From an optimization exercise on the open Yosys and OpenROAD flow, aimed at small area; shortcuts taken in it are not production practice.
At most, simulation tests tie the RTL to the original design; equivalence was not proved.
For run 4, only the layout was checked, not whether the RTL still works.
Power figures rest on the tool's default switching activity, not on a simulated workload.

==> config.mk <==
export PLATFORM = sky130hd
export DESIGN_NAME = pedal_audio
export DESIGN_NICKNAME = pedal_audio
export VERILOG_FILES = /design/flow/design.v
export SDC_FILE = /design/flow/constraint.sdc
export NUM_CORES = 4
export LEC_CHECK = 0
export ABC_AREA = 1
export CAP_MARGIN = 20
export CORE_MARGIN = 2
export CORE_UTILIZATION = 40
export CTS_BUF_LIST = sky130_fd_sc_hd__clkbuf_16
export CTS_CLUSTER_DIAMETER = 500
export CTS_CLUSTER_SIZE = 64
export SLEW_MARGIN = 20
==> constraint.sdc <==
create_clock -name core_clock -period 20.0 [get_ports {AUD_BCLK}]
set_input_delay 4.0000 -clock core_clock [delete_from_list [all_inputs] [get_ports {AUD_BCLK}]]
set_output_delay 4.0000 -clock core_clock [all_outputs]
set_load 0.01 [all_outputs]
==> design.v <==
module distortion (
    input  wire signed [15:0] in_sample,
    input  wire [1:0]         mode,
    input  wire               en,
    output reg  [15:0]        v,        
    output wire               v16,      
    output reg                sh_neg,   
    output reg  [1:0]         sh_amt    
);
    wire [15:0] x = in_sample;
    wire        s = x[15];
    wire [14:0] u = x[14:0] ^ {15{s}};    
    function lev;
        input [14:0] a;
        input [14:0] c;
        integer i;
        reg r;
        begin
            r = 1'b1;
            for (i = 0; i < 15; i = i + 1)
                r = c[i] ? (~a[i] | r) : (~a[i] & r);
            lev = r;
        end
    endfunction
    reg [14:0] cg, cl, cm;
    always @(*) begin
        case ({mode, s})
            3'b000: begin cg = 15'd255;  cl = 15'd0;     cm = 15'd0;     end
            3'b001: begin cg = 15'd254;  cl = 15'd0;     cm = 15'd0;     end
            3'b010: begin cg = 15'd511;  cl = 15'd10000; cm = 15'd20000; end
            3'b011: begin cg = 15'd510;  cl = 15'd9999;  cm = 15'd19999; end
            3'b100: begin cg = 15'd767;  cl = 15'd3375;  cm = 15'd6750;  end
            3'b101: begin cg = 15'd766;  cl = 15'd3374;  cm = 15'd6749;  end
            3'b110: begin cg = 15'd1023; cl = 15'd1125;  cm = 15'd2250;  end
            default: begin cg = 15'd1022; cl = 15'd1124; cm = 15'd2249;  end
        endcase
    end
    wire m0    = (mode == 2'd0);
    wire pass  = en & ~lev(u, cg);
    wire lin_c = lev(u, cl);
    wire mid_c = lev(u, cm);
    wire z    = pass & m0;
    wire lin  = pass & ~m0 & lin_c;
    wire mid  = pass & ~m0 & ~lin_c & mid_c;
    wire flat = pass & ~m0 & ~mid_c;
    reg [15:0] k;
    always @(*) begin
        k = 16'd0;
        if (mid)
            case (mode)
                2'd1:    k = s ? -16'sd29999 : 16'sd30000;
                2'd2:    k = s ? -16'sd10125 : 16'sd10125;
                default: k = s ? -16'sd3375  : 16'sd3375;
            endcase
        else if (flat)
            case (mode)
                2'd1:    k = s ? -16'sd25000 : 16'sd25000;
                2'd2:    k = s ? -16'sd16875 : 16'sd16875;
                default: k = s ? -16'sd11250 : 16'sd11250;
            endcase
    end
    wire [15:0] a = x & {16{z | lin | mid}};
    integer i;
    reg c;
    always @(*) begin
        c = 1'b0;
        for (i = 0; i < 16; i = i + 1) begin
            v[i] = a[i] ^ k[i] ^ c;
            c = a[i] & k[i] | a[i] & c | k[i] & c;
        end
    end
    assign v16 = s & mid;
    always @(*) begin
        sh_neg = mid & (mode == 2'd1);
        if (lin)
            sh_amt = mode;
        else if (mid & (mode == 2'd3))
            sh_amt = 2'd1;
        else
            sh_amt = 2'd0;
    end
endmodule
module pedal_audio(
    input  wire        AUD_BCLK,
    input  wire        reset,
    input  wire [1:0]  SW,
    input  wire        AUD_ADCLRCK,
    input  wire        AUD_ADCDAT,
    output wire        AUD_DACLRCK,
    output wire        AUD_DACDAT
);
    reg [1:0] mode_bclk_ff1, mode_bclk_ff2;
    always @(posedge AUD_BCLK) begin
        if (reset) begin
            mode_bclk_ff1 <= 2'b00;
            mode_bclk_ff2 <= 2'b00;
        end else begin
            mode_bclk_ff1 <= SW;
            mode_bclk_ff2 <= mode_bclk_ff1;
        end
    end
    reg        lrclk_prev;
    reg [4:0]  bit_count;
    reg [16:0] cur;
    reg [15:0] oth;
    reg        oth_ok;
    reg        sh_neg;
    reg [1:0]  sh_amt;
    reg        dacdat;
    wire boundary = AUD_ADCLRCK ^ lrclk_prev;
    wire load     = boundary | reset;
    wire [15:0] d_v;
    wire        d_v16, d_sh_neg;
    wire [1:0]  d_sh_amt;
    distortion u_dist (
        .in_sample(oth),
        .mode(mode_bclk_ff2),
        .en(oth_ok & ~reset),
        .v(d_v),
        .v16(d_v16),
        .sh_neg(d_sh_neg),
        .sh_amt(d_sh_amt)
    );
    reg tap, late;
    always @(*) begin
        case (sh_amt)
            2'd0: tap = cur[15];
            2'd1: tap = cur[14];
            2'd2: tap = cur[13];
            default: tap = cur[12];
        endcase
        if (sh_neg)
            tap = cur[16];
        case (sh_amt)
            2'd0: late = 1'b0;
            2'd1: late = (bit_count[3:0] == 4'd15);
            2'd2: late = (bit_count[3:1] == 3'd7);
            default: late = (bit_count[3:2] == 2'd3) & (bit_count[1] | bit_count[0]);
        endcase
        if (sh_neg)
            late = 1'b0;
    end
    always @(posedge AUD_BCLK) begin
        lrclk_prev <= AUD_ADCLRCK & ~reset;
        if (load)
            bit_count <= 5'd0;
        else if (!bit_count[4])
            bit_count <= bit_count + 5'd1;
        if (load)
            cur <= {d_v16, d_v};
        else if (!bit_count[4])
            cur <= {cur[15:0], AUD_ADCDAT};
        if (boundary)
            oth <= cur[15:0];
        if (reset)
            oth_ok <= 1'b0;
        else if (boundary)
            oth_ok <= bit_count[4];
        if (load) begin
            sh_neg <= d_sh_neg;
            sh_amt <= d_sh_amt;
        end
        if (load)
            dacdat <= 1'b0;
        else
            dacdat <= tap & ~late & ~bit_count[4];
    end
    assign AUD_DACDAT  = dacdat;
    assign AUD_DACLRCK = AUD_ADCLRCK;
endmodule
==> run.sh <==
#!/bin/bash
# synth_recipe.tcl (not shown) runs the flow's synth.tcl, then flattens the netlist and writes it again
# the make line also repeats each setting of config.mk as NAME=value (left out here)
make -C /OpenROAD-flow-scripts/flow DESIGN_CONFIG=/design/flow/config.mk WORK_HOME=/design/flow/orfs CLKGATE_MAP_FILE= SYNTH_SCRIPT=/design/flow/synth_recipe.tcl finish
==> results of run 1 <==
==> cells in the mapped netlist (all sizes together) <==
| cell type | count |
|---|---|
| xor2 | 4 |
| clkinv | 1 |
| ha | 8 |
| o22ai | 6 |
| inv | 68 |
| xnor2 | 8 |
| nor3 | 5 |
| a32o | 1 |
| nand4 | 3 |
| and3 | 1 |
| or2 | 2 |
| nor4 | 1 |
| o31ai | 4 |
| o21ai | 42 |
| nand3 | 14 |
| o211ai | 2 |
| nand2 | 138 |
| a21oi | 12 |
| a31oi | 1 |
| buf | 8 |
| edfxtp | 36 |
| a22oi | 2 |
| fa | 14 |
| dfxtp | 12 |
| clkbuf | 3 |
| nor2 | 30 |
==> layout make-up <==
type,count,area [um2],share of cell area
flip-flops and latches,48,1321,0.3597
multi-input cells,298,1745,0.4751
clock inverters,3,11.26,0.003065
well taps,105,131.4,0.03576
inverters,69,261.5,0.07119
repair buffers,8,77.57,0.02112
clock buffers,5,125.1,0.03406
==> cell usage in the layout (no fill, tap or decap), types with 3 or more instances in the layout <==
cell type	instances
clkdlybuf4s50_1	7
xnor2_1	8
inv_2	4
nor2_1	27
clkbuf_16	5
o21ai_1	7
nor3_1	4
a21oi_1	11
ha_1	8
nand4_1	3
nand2_2	6
inv_1	66
nand3_1	12
o22ai_1	6
edfxtp_1	36
fa_1	14
dfxtp_1	12
o21ai_0	34
nand2_1	132
==> layer usage <==
layer  routed length, um  share of wire  GRT usage  vias to the layer above
met5                   0              0          0                        -
met4                 183          0.026    0.06429                        0
met3                 359          0.050    0.02271                       11
met2                3051           0.43     0.2593                       73
met1                3577           0.50     0.2627                     1217
li1                    -              -          -                     1368
==> registers in the layout (all words and copies together) (netlist names), 2 cells and up <==
register       flops
cur               17
sh_amt             2
mode_bclk_ff2      2
bit_count          5
oth               16
mode_bclk_ff1      2
==> logic make-up (layout without fill, tap and decap cells) <==
group,Yosys count,count (layout),synth area share
buf+inv,80,85,0.1027
flops,48,48,0.3900
simple gates,194,194,0.2411
compound gates,70,70,0.1207
xor+xnor,12,12,0.03324
fa+ha+maj,22,22,0.1123
==> per-stage QoR <==
stage                     utilization  area, um2
after global placement         0.4285       3521
after global routing           0.4471       3674
after CTS                      0.4451       3657
after floorplan                     -       3388
after detailed placement       0.4285       3521
final                          0.4471       3674
==> worst paths after layout <==
check / start / end / slack (ns)
max: reset / cur[15] / 8.28
min: mode_bclk_ff1[0] / mode_bclk_ff2[0] / 0.40
max reg2reg: mode_bclk_ff2[1] / cur[15] / 10.94
min reg2reg: mode_bclk_ff1[0] / mode_bclk_ff2[0] / 0.40
==> worst max-delay path, delay by kind of cell <==
family	cells	cell delay, ns
compound gates	1	0.16
buf+inv	10	1.21
simple gates	10	1.19
fa+ha+maj	15	5.17
==> power groups by stage <==
stage	Clock [uW]	Combinational (uW)	Sequential (uW)
finish	79.2	46.2	119
global route	83.9	53.5	120
CTS	80.5	46.2	119
detailed placement	0	45.9	121
global placement	0	45.5	121
floorplan	0	37.2	119
==> metrics.yaml, run 1 <==
outcome:
  outcome: "complete, no violations"
cts:
  clk_path_buf_depth: 2
  tritoncts_num_sinks: 48
  cts_root_buf: "clkbuf_16"
  cts_tree: "done"
  path_clk_slew_ns: 0.06
  h-tree-depth: 2
  cts.repair.resized: 0
  post_cts_buffers: 0
  cts-hold-fix-buffers: 0
  worstSkewPairLatency_ns: 0.29
  cts_buffers: 5
logic_synthesis:
  syn_area_per_cell_um2: 7.954
  ys_types: 40
  yosysTopAreaCell: "edfxtp_1"
  synth_area_leaders: "edfxtp_1 (32%), nand2_1 (15%), fa_1 (8.3%)"
  yosysSeqAreaShare: 0.3900
  yosys.area.top_type_share: 0.3191
  synth.cell_area_um2: 3388
  yosys_register_bits: 48
  ys_warn_count: 2
  synth_nets: 454
  synthCells: 426
cells_and_area:
  stdcell_count: 536
  fillers: 831
  finalNetCount: 458
  area_growth_pct: 8.419
  drive_gt1_frac: 0.07193
  diodes: 0
timing:
  holdWs_ns: 0.4027
  setup_violations: 0
  max_freq_mhz: 85.34
  fin_tns_setup_ns: 0
  report.final.slew_viol_count: 0
  maxSlewHeadroom: 0.4797
  finClkSkew_ns: 0.006332
  period_share: 0.5859
  hold_violations: 0
  fin_crit_ns: 11.72
  worst_slew_pin_slew_ns: 0.7786
  rsz0062_at_grt: "no"
  timing.final.ws_setup_ns: 8.282
power_and_ir_drop:
  p_int_uw: 174.1
  power_density_nw_per_um2: 66.55
  p_clk_frac: 0.324
  pwr-share-comb: 0.189
  peakVddDrop_uv: 54.82
  p_total_uw: 244.5
  p_leak_uw: 0.001557
  p_switching_uw: 70.34
  p_seq_frac: 0.487
  swShare: 0.2877
critical_path:
  max_stage_delay_ns: 0.55
  cp_max_fo: 17
  crit_arrival_ns: 11.76
  critPathLaunchType: "primary input"
  worst_path_max_delay_cell: "clkdlybuf4s50_1"
  required_ns: 20.04
  cpMostUsedCell: "fa_1"
  reg2regPathDepth: 46
  crit_type: "in2reg"
  endpoint_kind: "flip-flop"
min_path:
  holdPathStages: 2
  hp-class: "reg2reg"
place:
  placed_cells: 528
  dp_hpwl_um: 5497
  port_buffers: 7
  pre_cts_slack_ns: 8.026
  gp_congestion: 0.9631
die:
  fp.dieW_um: 96.04
  fp-row-count: 33
  start_util: 0.4124
  coreArea_um2: 8217
  die_height_um: 96.04
  ios: 8
  die_area_um2: 9223
grt:
  antenna_found_initial: 0
  grt_pass1_vias: 2535
  grt_max_degree: 34
  overflow: 0
  grtUsageTotal: 0.1758
  grt_pass1_wl_um: 12460
detailed_routing:
  vias_per_cell: 4.979
  drt-initial-drc-count: 154
  drc: 0
  ant_nets: 0
  wirelength_um: 7171
  wl_per_cell_um: 13.38
  drtPass1Iterations: 5
  num_vias: 2669
run:
  maxCapViolCount: 0
==> run 2, diff against run 1 <==
--- a/config.mk
+++ b/config.mk
@@ -9,7 +9,4 @@
 export CAP_MARGIN = 20
 export CORE_MARGIN = 2
 export CORE_UTILIZATION = 40
-export CTS_BUF_LIST = sky130_fd_sc_hd__clkbuf_16
-export CTS_CLUSTER_DIAMETER = 500
-export CTS_CLUSTER_SIZE = 64
 export SLEW_MARGIN = 20
==> metrics.yaml, run 2 <==
outcome:
  outcome: "complete, no violations"  # unchanged
grt:
  use_met3: 0.01644  # was 0.02271
  grt_pass1_wl_um: 12410  # was 12460 um
  top_usage_layer: "met1"  # unchanged
  overflow: 0  # unchanged
  grt_max_degree: 34  # unchanged
  antenna_found_initial: 0  # unchanged
  grt_use_met1: 0.2667  # was 0.2627
  grt_pass1_vias: 2482  # was 2535
  grtUsageTotal: 0.1753  # was 0.1758
  grtUsageMet2: 0.2604  # was 0.2593
critical_path:
  regToRegSetupSlack_ns: 10.93  # was 10.94 ns
  endpoint_kind: "flip-flop"  # unchanged
  endpoint: "cur[15]"  # unchanged
  reg2regPathDepth: 46  # unchanged
  required_ns: 20.06  # was 20.04 ns
  worst_path_max_delay_cell: "clkdlybuf4s50_1"  # unchanged
  cp_max_fo: 17  # unchanged
  reg2reg_from: "mode_bclk_ff2[1]"  # unchanged
  crit_arrival_ns: 11.76  # about the same
  crit_start: "reset"  # unchanged
  crit_type: "in2reg"  # unchanged
  timing.rr.end: "cur[15]"  # unchanged
  cpMostUsedCell: "fa_1"  # unchanged
  max_stage_delay_ns: 0.55  # about the same
  critPathLaunchType: "primary input"  # unchanged
cells_and_area:
  regMostFlops: "cur"  # unchanged
  diodes: 0  # unchanged
  mostFrequentLayoutCells: "nand2_1 (132), inv_1 (65), edfxtp_1 (36)"  # was nand2_1 (132), inv_1 (66), edfxtp_1 (36)
  reg.largest.list: "cur (17), oth (16), bit_count (5)"  # unchanged
  drive_gt1_frac: 0.07193  # unchanged
  finalNetCount: 458  # unchanged
  final_area_um2: 3637  # was 3674 um2
  final_common_cell: "nand2_1"  # unchanged
  largest_reg_flops: 17  # unchanged
  stdcell_count: 536  # unchanged
  area_growth_pct: 7.349  # was 8.419%
  fin_util: 0.4427  # was 0.4471
detailed_routing:
  wl_per_cell_um: 13.36  # was 13.38 um
  wirelength_um: 7161  # was 7171 um
  vias_per_cell: 4.965  # was 4.979
  drt-initial-drc-count: 193  # was 154
  ant_nets: 0  # unchanged
  num_vias: 2661  # was 2669
  drc: 0  # unchanged
  drtPass1Iterations: 5  # unchanged
cts:
  worstSkewPairLatency_ns: 0.30  # was 0.29 ns
  tritoncts_num_sinks: 48  # unchanged
  h-tree-depth: 2  # unchanged
  path_clk_slew_ns: 0.08  # was 0.06 ns
  cts_root_buf: "clkbuf_8"  # was clkbuf_16
  post_cts_buffers: 0  # unchanged
  clk_path_buf_depth: 2  # unchanged
  cts-hold-fix-buffers: 0  # unchanged
  cts_tree: "done"  # unchanged
  cts.repair.resized: 0  # unchanged
  cts_buffers: 5  # unchanged
logic_synthesis:
  synth.cell_area_um2: 3388  # unchanged
  synth_fa_ha_area_frac: 0.1123  # unchanged
  ys_warn_count: 2  # unchanged
  synthMuxAreaShare: 0  # unchanged
  synth-edff-count: 36  # unchanged
  synthCells: 426  # unchanged
  yosysTopAreaCell: "edfxtp_1"  # unchanged
  async_flop_share: 0  # unchanged
  ys.flop_type: "edfxtp_1"  # unchanged
  synth-simple-area-share: 0.2411  # unchanged
  synth_common_cells: "nand2_1 (132), inv_1 (65), edfxtp_1 (36)"  # unchanged
  yosysSeqAreaShare: 0.3900  # unchanged
  synth_top_family_by_area: "simple AND/OR/NAND/NOR gates"  # unchanged
  syn_area_per_cell_um2: 7.954  # unchanged
  synth_nets: 454  # unchanged
  synthXorXnorAreaFrac: 0.03323  # unchanged
  synth-compound-area-share: 0.1208  # unchanged
  yosys.area.top_type_share: 0.3191  # unchanged
  ys_types: 40  # unchanged
  synth.most_common_cell: "nand2_1"  # unchanged
  yosys_register_bits: 48  # unchanged
  synth_area_leaders: "edfxtp_1 (32%), nand2_1 (15%), fa_1 (8.3%)"  # unchanged
timing:
  max_freq_mhz: 85.44  # was 85.34 MHz
  report.final.slew_viol_count: 0  # unchanged
  maxSlewHeadroom: 0.4730  # was 0.4797
  rsz0062_at_grt: "no"  # unchanged
  period_share: 0.5852  # was 0.5859
  fin_crit_ns: 11.70  # was 11.72 ns
  hold_violations: 0  # unchanged
  fin_tns_setup_ns: 0  # unchanged
  timing.final.ws_setup_ns: 8.296  # was 8.282 ns
  worst_slew_pin_slew_ns: 0.7886  # was 0.7786 ns
  finClkSkew_ns: 0.008500  # was 0.006332 ns
  setup_violations: 0  # unchanged
die:
  fp-row-count: 33  # unchanged
  die_area_um2: 9223  # unchanged
  ios: 8  # unchanged
  coreArea_um2: 8217  # unchanged
  start_util: 0.4124  # unchanged
  die_height_um: 96.04  # unchanged
  fp.dieW_um: 96.04  # unchanged
place:
  dp_hpwl_um: 5497  # unchanged
  port_buffers: 7  # unchanged
  placed_cells: 528  # unchanged
  place_area_um2: 3521  # unchanged
  pre_cts_slack_ns: 8.026  # unchanged
  gp_congestion: 0.9631  # unchanged
power_and_ir_drop:
  power_density_nw_per_um2: 62.60  # was 66.55 nW/um2
  peakVddDrop_uv: 50.24  # was 54.82 uV
  p_leak_uw: 0.001533  # was 0.001557 uW
min_path:
  hp-class: "reg2reg"  # unchanged
run:
  maxCapViolCount: 0  # unchanged
[run 2: cell count changes in the layout (fill, tap and decap cells not counted)]
cell	previous run	this run
inv_2	4	2
clkbuf_1	0	1
inv_1	66	65
clkbuf_8	0	7
clkbuf_16	5	0
[run 2: stage by stage]
step	hold slack (ns)	total power [uW]
2_1_floorplan	0.3883	156.0
3_3_place_gp	0.3931	166.5
3_5_place_dp	0.3923	167.1
4_1_cts	0.4043	228.8
5_1_grt	0.4342	241.1
6_report	0.4056	227.7
[run 2: final cells by class]
class	count	area, um2
fill	835	4579
clock buffer	8	100.1
multi-input combinational	298	1745
inverter	69	261.5
tap	105	131.4
timing repair buffer	8	77.57
sequential	48	1321
[run 2: critical path, delay by kind of cell]
| family | cells | cell delay (ns) |
|---|---|---|
| compound gates | 1 | 0.16 |
| simple gates | 10 | 1.20 |
| buf+inv | 10 | 1.21 |
| fa+ha+maj | 15 | 5.17 |
[run 2: kinds of logic (layout without fill, tap and decap cells)]
group           after synthesis  in the layout
flops                        48             48
xor+xnor                     12             12
simple gates                194            194
buf+inv                      80             85
compound gates               70             70
fa+ha+maj                    22             22
[run 2: where the power goes]
part | internal (uW) | switching [uW] | leakage, uW
Sequential | 113 | 5.35 | 0.000505
Combinational | 15.3 | 31.1 | 0.000977
Clock | 31.6 | 30.9 | 0.0000515
Total | 160 | 67.3 | 0.00153
[run 2: worst min path at each step]
stage,from,cells past startpoint,endpoint,slack [ns]
2_1_floorplan,mode_bclk_ff1[0],2,mode_bclk_ff2[0],0.39
3_3_place_gp,mode_bclk_ff1[1],2,mode_bclk_ff2[1],0.39
3_5_place_dp,mode_bclk_ff1[1],2,mode_bclk_ff2[1],0.39
4_1_cts,mode_bclk_ff1[1],2,mode_bclk_ff2[1],0.40
5_1_grt,mode_bclk_ff1[0],2,mode_bclk_ff2[0],0.43
6_report,mode_bclk_ff1[1],2,mode_bclk_ff2[1],0.41
[run 2: per-layer routing]
metal,vias to the layer above,wire length (um)
met5,-,0
met4,0,142
met3,10,258
met2,62,3119
met1,1226,3639
li1,1363,-
==> run 3, diff against run 2 <==
--- a/config.mk
+++ b/config.mk
@@ -9,4 +9,7 @@
 export CAP_MARGIN = 20
 export CORE_MARGIN = 2
 export CORE_UTILIZATION = 40
+export CTS_BUF_LIST = sky130_fd_sc_hd__clkbuf_8
+export CTS_CLUSTER_DIAMETER = 200
+export CTS_CLUSTER_SIZE = 30
 export SLEW_MARGIN = 20
==> metrics.yaml, run 3 <==
outcome:
  outcome: "complete, no violations"  # unchanged
die:
  ios: 8  # unchanged
  fp.dieW_um: 96.04  # unchanged
  die_area_um2: 9223  # unchanged
  coreArea_um2: 8217  # unchanged
  fp-row-count: 33  # unchanged
  die_height_um: 96.04  # unchanged
  start_util: 0.4124  # unchanged
logic_synthesis:
  yosysSeqAreaShare: 0.3900  # unchanged
  synth_fa_ha_area_frac: 0.1123  # unchanged
  async_flop_share: 0  # unchanged
  synth-edff-count: 36  # unchanged
  synth_top_family_by_area: "simple AND/OR/NAND/NOR gates"  # unchanged
  ys_types: 40  # unchanged
  ys.flop_type: "edfxtp_1"  # unchanged
  yosys_register_bits: 48  # unchanged
  yosysTopAreaCell: "edfxtp_1"  # unchanged
  synth_area_leaders: "edfxtp_1 (32%), nand2_1 (15%), fa_1 (8.3%)"  # unchanged
  synth_common_cells: "nand2_1 (132), inv_1 (65), edfxtp_1 (36)"  # unchanged
  synth-compound-area-share: 0.1208  # unchanged
  ys_warn_count: 2  # unchanged
  synthCells: 426  # unchanged
  synth.cell_area_um2: 3388  # unchanged
  synthXorXnorAreaFrac: 0.03323  # unchanged
  synth-simple-area-share: 0.2411  # unchanged
  synthMuxAreaShare: 0  # unchanged
  synth_nets: 454  # unchanged
  yosys.area.top_type_share: 0.3191  # unchanged
  syn_area_per_cell_um2: 7.954  # unchanged
  synth.most_common_cell: "nand2_1"  # unchanged
timing:
  hold_violations: 0  # unchanged
  maxSlewHeadroom: 0.4730  # unchanged
  finClkSkew_ns: 0.008500  # unchanged
  fin_tns_setup_ns: 0  # unchanged
  period_share: 0.5852  # about the same
  max_freq_mhz: 85.44  # about the same
  setup_violations: 0  # unchanged
  worst_slew_pin_slew_ns: 0.7886  # about the same
  fin_crit_ns: 11.70  # about the same
  report.final.slew_viol_count: 0  # unchanged
  rsz0062_at_grt: "no"  # unchanged
critical_path:
  max_stage_delay_ns: 0.55  # about the same
  required_ns: 20.06  # about the same
  cp_num_cells: 36  # unchanged
  cp_max_fo: 17  # unchanged
  endpoint_kind: "flip-flop"  # unchanged
  crit_start: "reset"  # unchanged
  critPathLaunchType: "primary input"  # unchanged
  path_delay_family: "adder cells"  # unchanged
  cp.buffers_inverters: 10  # unchanged
  crit_arrival_ns: 11.76  # about the same
  cpMostUsedCell: "fa_1"  # unchanged
  worst_path_max_delay_cell: "clkdlybuf4s50_1"  # unchanged
  crit_type: "in2reg"  # unchanged
  endpoint: "cur[15]"  # unchanged
  reg2regPathDepth: 46  # unchanged
  reg2reg_from: "mode_bclk_ff2[1]"  # unchanged
  regToRegSetupSlack_ns: 10.93  # about the same
  timing.rr.end: "cur[15]"  # unchanged
detailed_routing:
  ant_nets: 0  # unchanged
  drc: 0  # unchanged
  num_vias: 2661  # unchanged
  wl_per_cell_um: 13.36  # about the same
  wirelength_um: 7160  # was 7161 um
  vias_per_cell: 4.965  # unchanged
  drtPass1Iterations: 5  # unchanged
  drt-initial-drc-count: 193  # unchanged
grt:
  grt_pass1_vias: 2482  # unchanged
  grt_max_degree: 34  # unchanged
  antenna_found_initial: 0  # unchanged
  grtUsageTotal: 0.1753  # unchanged
  overflow: 0  # unchanged
  grt_pass1_wl_um: 12410  # unchanged
place:
  gp_congestion: 0.9631  # unchanged
  dp_hpwl_um: 5497  # unchanged
  port_buffers: 7  # unchanged
power_and_ir_drop:
  p_clk_frac: 0.273  # was 0.275
  swShare: 0.2964  # was 0.2957
  p_switching_uw: 67.34  # was 67.33 uW
  power_density_nw_per_um2: 62.46  # was 62.60 nW/um2
  p_seq_frac: 0.523  # was 0.522
  peakVddDrop_uv: 49.83  # was 50.24 uV
  p_leak_uw: 0.001537  # was 0.001533 uW
  pwr-share-comb: 0.204  # about the same
  p_int_uw: 159.9  # was 160.4 uW
  p_total_uw: 227.2  # was 227.7 uW
cells_and_area:
  reg.largest.list: "cur (17), oth (16), bit_count (5)"  # unchanged
  drive_gt1_frac: 0.07193  # unchanged
  area_growth_pct: 7.349  # unchanged
  largest_reg_flops: 17  # unchanged
  regMostFlops: "cur"  # unchanged
  diodes: 0  # unchanged
  mostFrequentLayoutCells: "nand2_1 (132), inv_1 (66), edfxtp_1 (36)"  # was nand2_1 (132), inv_1 (65), edfxtp_1 (36)
  finalNetCount: 458  # unchanged
  final_common_cell: "nand2_1"  # unchanged
cts:
  tritoncts_num_sinks: 48  # unchanged
  cts-hold-fix-buffers: 0  # unchanged
  path_clk_slew_ns: 0.08  # about the same
  worstSkewPairLatency_ns: 0.30  # about the same
  h-tree-depth: 2  # unchanged
  cts_tree: "done"  # unchanged
  cts_root_buf: "clkbuf_8"  # unchanged
  clk_path_buf_depth: 2  # unchanged
  cts.repair.resized: 0  # unchanged
  cts_buffers: 5  # unchanged
  post_cts_buffers: 0  # unchanged
run:
  maxCapViolCount: 0  # unchanged
min_path:
  hp-class: "reg2reg"  # unchanged
## run 3: cell counts after synthesis
No cell type changed its count.
## run 3: how the worst min path moves through the flow
stage | startpoint | end | cells past startpoint
final | mode_bclk_ff1[1] | mode_bclk_ff2[1] | 2
after global routing | mode_bclk_ff1[0] | mode_bclk_ff2[0] | 2
after CTS | mode_bclk_ff1[1] | mode_bclk_ff2[1] | 2
after detailed placement | mode_bclk_ff1[1] | mode_bclk_ff2[1] | 2
after global placement | mode_bclk_ff1[1] | mode_bclk_ff2[1] | 2
after floorplan | mode_bclk_ff1[0] | mode_bclk_ff2[0] | 2
## run 3: layout make-up
cell class / instances / area, um2
Sequential cell: 48 / 1321
Clock inverter: 1 / 3.754
Tap cell: 105 / 131.4
Fill cell: 835 / 4579
Multi-Input combinational cell: 298 / 1745
Inverter: 69 / 261.5
Clock buffer: 7 / 96.34
Timing Repair Buffer: 8 / 77.57
## run 3: stage by stage
stage | util | area, um2 | setup slack (ns) | hold WS, ns | cells
floorplan | - | 3388 | 9.335 | 0.3883 | 426
global placement | 0.4285 | 3521 | 8.289 | 0.3931 | 528
detailed placement | 0.4285 | 3521 | 8.026 | 0.3923 | 528
CTS | 0.4407 | 3621 | 8.328 | 0.4043 | 536
global route | 0.4427 | 3637 | 7.755 | 0.4342 | 536
finish | 0.4427 | 3637 | 8.296 | 0.4056 | 536
## run 3: kinds of logic after synthesis
kind of cell               after synthesis
adders and majority gates               22
AOI/OAI and AO/OA                       70
DFF                                     48
buffers and inverters                   80
and+or+nand+nor                        194
xor gates and xnor gates                12
## run 3: routing by layer
| metal | routed length (um) | GRT usage | part of all wire | vias to the layer above |
|---|---|---|---|---|
| met2 | 3119 | 0.2604 | 0.44 | 62 |
| li1 | - | - | - | 1363 |
| met1 | 3639 | 0.2667 | 0.51 | 1226 |
| met4 | 142 | 0.05833 | 0.020 | 0 |
| met3 | 258 | 0.01644 | 0.036 | 10 |
| met5 | 0 | 0 | 0 | - |
## run 3: power by group through the flow
stage	logic (uW)	clock network, uW	registers (uW)
after floorplan	37.2	0	119
after global placement	45.5	0	121
after detailed placement	45.9	0	121
after CTS	46.2	63.3	119
after global routing	53.4	67.5	120
final	46.3	62.0	119
## run 3: worst min-delay path, cell delays in order, from the launching register on
cell and delay [ns]:
dfxtp_1 0.30, inv_1 0.04, nor2_1 0.03
==> run 4, diff against run 3 <==
--- a/design.v
+++ b/design.v
@@ -35,10 +35,28 @@
             default: begin cg = 15'd1022; cl = 15'd1124; cm = 15'd2249;  end
         endcase
     end
+    function le_s;
+        input [14:0] v;
+        input [14:0] c;
+        input        sg;
+        integer i;
+        reg r;
+        reg [14:0] c1;
+        begin
+            c1 = c - 15'd1;
+            r = 1'b1;
+            for (i = 0; i < 15; i = i + 1)
+                if (c[i] & c1[i])        r = ~v[i] | r;
+                else if (!c[i] && !c1[i]) r = ~v[i] & r;
+                else if (c[i])           r = sg ? (~v[i] & r) : (~v[i] | r);
+                else                     r = sg ? (~v[i] | r) : (~v[i] & r);
+            le_s = r;
+        end
+    endfunction
     wire m0    = (mode == 2'd0);
-    wire pass  = en & ~lev(u, cg);
-    wire lin_c = lev(u, cl);
-    wire mid_c = lev(u, cm);
+    wire pass  = en & ~(mode==0 ? le_s(u,15'd255,s) : mode==1 ? le_s(u,15'd511,s) : mode==2 ? le_s(u,15'd767,s) : le_s(u,15'd1023,s));
+    wire lin_c = mode==1 ? le_s(u,15'd10000,s) : mode==2 ? le_s(u,15'd3375,s) : le_s(u,15'd1125,s);
+    wire mid_c = mode==1 ? le_s(u,15'd20000,s) : mode==2 ? le_s(u,15'd6750,s) : le_s(u,15'd2250,s);
     wire z    = pass & m0;
     wire lin  = pass & ~m0 & lin_c;
     wire mid  = pass & ~m0 & ~lin_c & mid_c;
@@ -91,13 +109,8 @@
 );
     reg [1:0] mode_bclk_ff1, mode_bclk_ff2;
     always @(posedge AUD_BCLK) begin
-        if (reset) begin
-            mode_bclk_ff1 <= 2'b00;
-            mode_bclk_ff2 <= 2'b00;
-        end else begin
-            mode_bclk_ff1 <= SW;
-            mode_bclk_ff2 <= mode_bclk_ff1;
-        end
+        mode_bclk_ff1 <= SW;
+        mode_bclk_ff2 <= mode_bclk_ff1;
     end
     reg        lrclk_prev;
     reg [4:0]  bit_count;
@@ -145,7 +158,11 @@
         if (load)
             bit_count <= 5'd0;
         else if (!bit_count[4])
-            bit_count <= bit_count + 5'd1;
+            bit_count <= {bit_count[4] | (&bit_count[3:0]),
+                          bit_count[3] ^ (&bit_count[2:0]),
+                          bit_count[2] ^ (&bit_count[1:0]),
+                          bit_count[1] ^ bit_count[0],
+                          ~bit_count[0]};
         if (load)
             cur <= {d_v16, d_v};
         else if (!bit_count[4])
--- a/config.mk
+++ b/config.mk
@@ -9,7 +9,5 @@
 export CAP_MARGIN = 20
 export CORE_MARGIN = 2
 export CORE_UTILIZATION = 40
-export CTS_BUF_LIST = sky130_fd_sc_hd__clkbuf_8
-export CTS_CLUSTER_DIAMETER = 200
-export CTS_CLUSTER_SIZE = 30
+export CTS_BUF_LIST = sky130_fd_sc_hd__clkbuf_4 sky130_fd_sc_hd__clkbuf_8
 export SLEW_MARGIN = 20
==> metrics.yaml, run 4 <==
logic_synthesis:
  synth_nets: 415  # was 454
  yosys_register_bits: 48  # unchanged
  yosysSeqAreaShare: 0.4043  # was 0.3900
  ys_types: 41  # was 40
  synth-edff-count: 36  # unchanged
  yosys.area.top_type_share: 0.3308  # was 0.3191
  ys_warn_count: 2  # unchanged
  async_flop_share: 0  # unchanged
  syn_area_per_cell_um2: 8.467  # was 7.954 um2
  synth.cell_area_um2: 3268  # was 3388 um2
  synth_area_leaders: "edfxtp_1 (33%), nand2_1 (14%), fa_1 (8.6%)"  # was edfxtp_1 (32%), nand2_1 (15%), fa_1 (8.3%)
  ys.flop_type: "edfxtp_1"  # unchanged
  yosysTopAreaCell: "edfxtp_1"  # unchanged
  synthCells: 386  # was 426
  synth.most_common_cell: "nand2_1"  # unchanged
  synth_common_cells: "nand2_1 (122), inv_1 (45), edfxtp_1 (36)"  # was nand2_1 (132), inv_1 (65), edfxtp_1 (36)
cts:
  cts_root_buf: "clkbuf_8"  # unchanged
  path_clk_slew_ns: 0.09  # was 0.08 ns
  worstSkewPairLatency_ns: 0.30  # about the same
  clk_path_buf_depth: 2  # unchanged
  post_cts_buffers: 0  # unchanged
  h-tree-depth: 2  # unchanged
  cts.repair.resized: 0  # unchanged
  tritoncts_num_sinks: 48  # unchanged
  cts-hold-fix-buffers: 0  # unchanged
  cts_buffers: 5  # unchanged
  cts_tree: "done"  # unchanged
timing:
  fin_crit_ns: 10.80  # was 11.70 ns
  hold_violations: 0  # unchanged
  worst_slew_pin_slew_ns: 0.8340  # was 0.7886 ns
  fin_tns_setup_ns: 0  # unchanged
  maxSlewHeadroom: 0.4427  # was 0.4730
  finClkSkew_ns: 0.007955  # was 0.008500 ns
  period_share: 0.5398  # was 0.5852
  rsz0062_at_grt: "no"  # unchanged
  timing.final.ws_setup_ns: 9.204  # was 8.296 ns
  report.final.slew_viol_count: 0  # unchanged
  max_freq_mhz: 92.63  # was 85.44 MHz
  setup_violations: 0  # unchanged
place:
  place_area_um2: 3420  # was 3521 um2
  pre_cts_slack_ns: 8.857  # was 8.026 ns
  dp_hpwl_um: 5308  # was 5497 um
  gp_congestion: 0.9133  # was 0.9631
  port_buffers: 7  # unchanged
critical_path:
  critPathLaunchType: "primary input"  # unchanged
  crit_arrival_ns: 10.83  # was 11.76 ns
  regToRegSetupSlack_ns: 11.90  # was 10.93 ns
  endpoint_kind: "flip-flop"  # unchanged
  crit_type: "in2reg"  # unchanged
  required_ns: 20.03  # was 20.06 ns
  cp_max_fo: 11  # was 17
  cpMostUsedCell: "fa_1"  # unchanged
  worst_path_max_delay_cell: "clkdlybuf4s50_1"  # unchanged
  max_stage_delay_ns: 0.43  # was 0.55 ns
power_and_ir_drop:
  power_density_nw_per_um2: 70.99  # was 62.46 nW/um2
  peakVddDrop_uv: 48.41  # was 49.83 uV
  p_leak_uw: 0.001474  # was 0.001537 uW
outcome:
  outcome: "complete, no violations"  # unchanged
die:
  die_area_um2: 8909  # was 9223 um2
  coreArea_um2: 7807  # was 8217 um2
  start_util: 0.4186  # was 0.4124
  fp-row-count: 32  # was 33
  die_height_um: 94.39  # was 96.04 um
  fp.dieW_um: 94.39  # was 96.04 um
  ios: 8  # unchanged
detailed_routing:
  wl_per_cell_um: 13.51  # was 13.36 um
  ant_nets: 0  # unchanged
  drtPass1Iterations: 4  # was 5
  wirelength_um: 6727  # was 7160 um
  num_vias: 2499  # was 2661
  vias_per_cell: 5.018  # was 4.965
  drt-initial-drc-count: 171  # was 193
  drc: 0  # unchanged
cells_and_area:
  largest_reg_flops: 17  # unchanged
  reg.largest.list: "cur (17), oth (16), bit_count (5)"  # unchanged
  finalNetCount: 424  # was 458
  diodes: 0  # unchanged
  area_growth_pct: 8.499  # was 7.349%
  mostFrequentLayoutCells: "nand2_1 (122), inv_1 (45), edfxtp_1 (36)"  # was nand2_1 (132), inv_1 (66), edfxtp_1 (36)
  regMostFlops: "cur"  # unchanged
  final_area_um2: 3546  # was 3637 um2
  drive_gt1_frac: 0.09343  # was 0.07193
  final_common_cell: "nand2_1"  # unchanged
min_path:
  hp-class: "reg2reg"  # unchanged
grt:
  grt_pass1_wl_um: 11160  # was 12410 um
  grt_pass1_vias: 2275  # was 2482
  overflow: 0  # unchanged
  grt_max_degree: 28  # was 34
  antenna_found_initial: 0  # unchanged
  grtUsageTotal: 0.1645  # was 0.1753
run:
  maxCapViolCount: 0  # unchanged
[run 4: cell count changes after synthesis, moves of 3 or more]
cell | before | now
and2_1 | 0 | 3
o22ai_1 | 6 | 0
xnor2_1 | 8 | 1
nor2_1 | 28 | 35
nand3b_1 | 0 | 3
nand2_2 | 6 | 2
o21ai_2 | 1 | 4
inv_1 | 65 | 45
nand3_1 | 12 | 18
o21ai_0 | 34 | 21
nand2_1 | 132 | 122
[run 4: power by group]
group          total, uW  switching (uW)  internal [uW]
Combinational       54.9            36.5           18.4
Clock               75.6            31.5           44.1
Sequential           121            5.81            115
[run 4: logic make-up (layout without fill, tap and decap cells)]
| kind of cell | count (synthesis) | in the layout | synth area share |
|---|---|---|---|
| buffers and inverters | 59 | 69 | 0.08039 |
| adder cells (fa/ha/maj) | 23 | 23 | 0.1202 |
| XOR/XNOR | 8 | 8 | 0.03982 |
| flip-flops | 48 | 48 | 0.4043 |
| AO/OA/AOI/OAI | 48 | 48 | 0.08691 |
| AND/OR/NAND/NOR | 200 | 200 | 0.2684 |
[run 4: stage by stage]
step	hold WS, ns	power [uW]	util	cells
final	0.3329	251.7	0.4542	498
after global routing	0.3478	265.5	0.4542	498
after CTS	0.3355	253.7	0.4542	498
after detailed placement	0.3217	177.9	0.4380	490
after global placement	0.3118	177.8	0.4380	490
after floorplan	0.3096	164.9	-	386
[run 4: layout make-up]
class | count | area (um2)
multi-input combinational | 279 | 1684
clock inverter | 1 | 30.03
clock buffer | 7 | 96.34
inverter | 51 | 193.9
timing repair buffer | 10 | 92.59
sequential | 48 | 1321
tap | 102 | 127.6
fill | 744 | 4262
[run 4: worst paths after layout]
kind,cells after the start,endpoint,from
max,29,cur[14],reset
min,0,mode_bclk_ff2[1],mode_bclk_ff1[1]
max reg2reg,37,cur[14],oth[15]
min reg2reg,0,mode_bclk_ff2[1],mode_bclk_ff1[1]
[run 4: critical path: cells and delay by family]
kind                       cells  cell delay, ns
and+or+nand+nor                6            0.79
adders and majority gates     15            4.99
AOI/OAI and AO/OA              2            0.22
buffers and inverters          6            0.83
[run 4: layer usage]
layer  part of all wire  global-route usage  wire (um)  vias up
li1                   -                   -          -     1263
met1               0.53              0.2506       3533     1184
met2               0.41              0.2399       2776       43
met3              0.047             0.02554        315        9
met4              0.015             0.05193        102        0
met5                  0                   0          0        -

==> separate check: timing with driven ports <==
Ports are ideal in the flow. The routed layouts listed here were re-timed in OpenROAD. Step 1, drivers: a clkbuf_16 drives AUD_BCLK and a buf_2 each remaining input, both assumed. Step 2 adds t to the input delays and takes it off the output delays; t is the mean of the earliest and latest rising clock arrival at the registers after step 1. Input paths then give back, and output paths get back, about the clock's delay inside the block. Three values: ideal, step 1, step 2; two values: the first two.
run | t (ns) | slack for setup (ns) | clock arrival spread, ns | worst data-port slew with drivers (ns)
run 1 | 0.314 | 8.282 / 8.293 / 7.979 | 0.007 / 0.006 | 0.03
run 2 | 0.324 | 8.295 / 8.303 / 7.979 | 0.008 / 0.008 | 0.03
run 3 | 0.324 | 8.296 / 8.304 / 7.980 | 0.008 / 0.008 | 0.03
run 4 | 0.327 | 9.204 / 9.213 / 8.886 | 0.008 / 0.008 | 0.03
After both steps setup and hold are still met in every run listed. For run 4, which loses most, drivers alone change the setup slack by +0.009 ns; drivers and shift together by -0.318 ns.
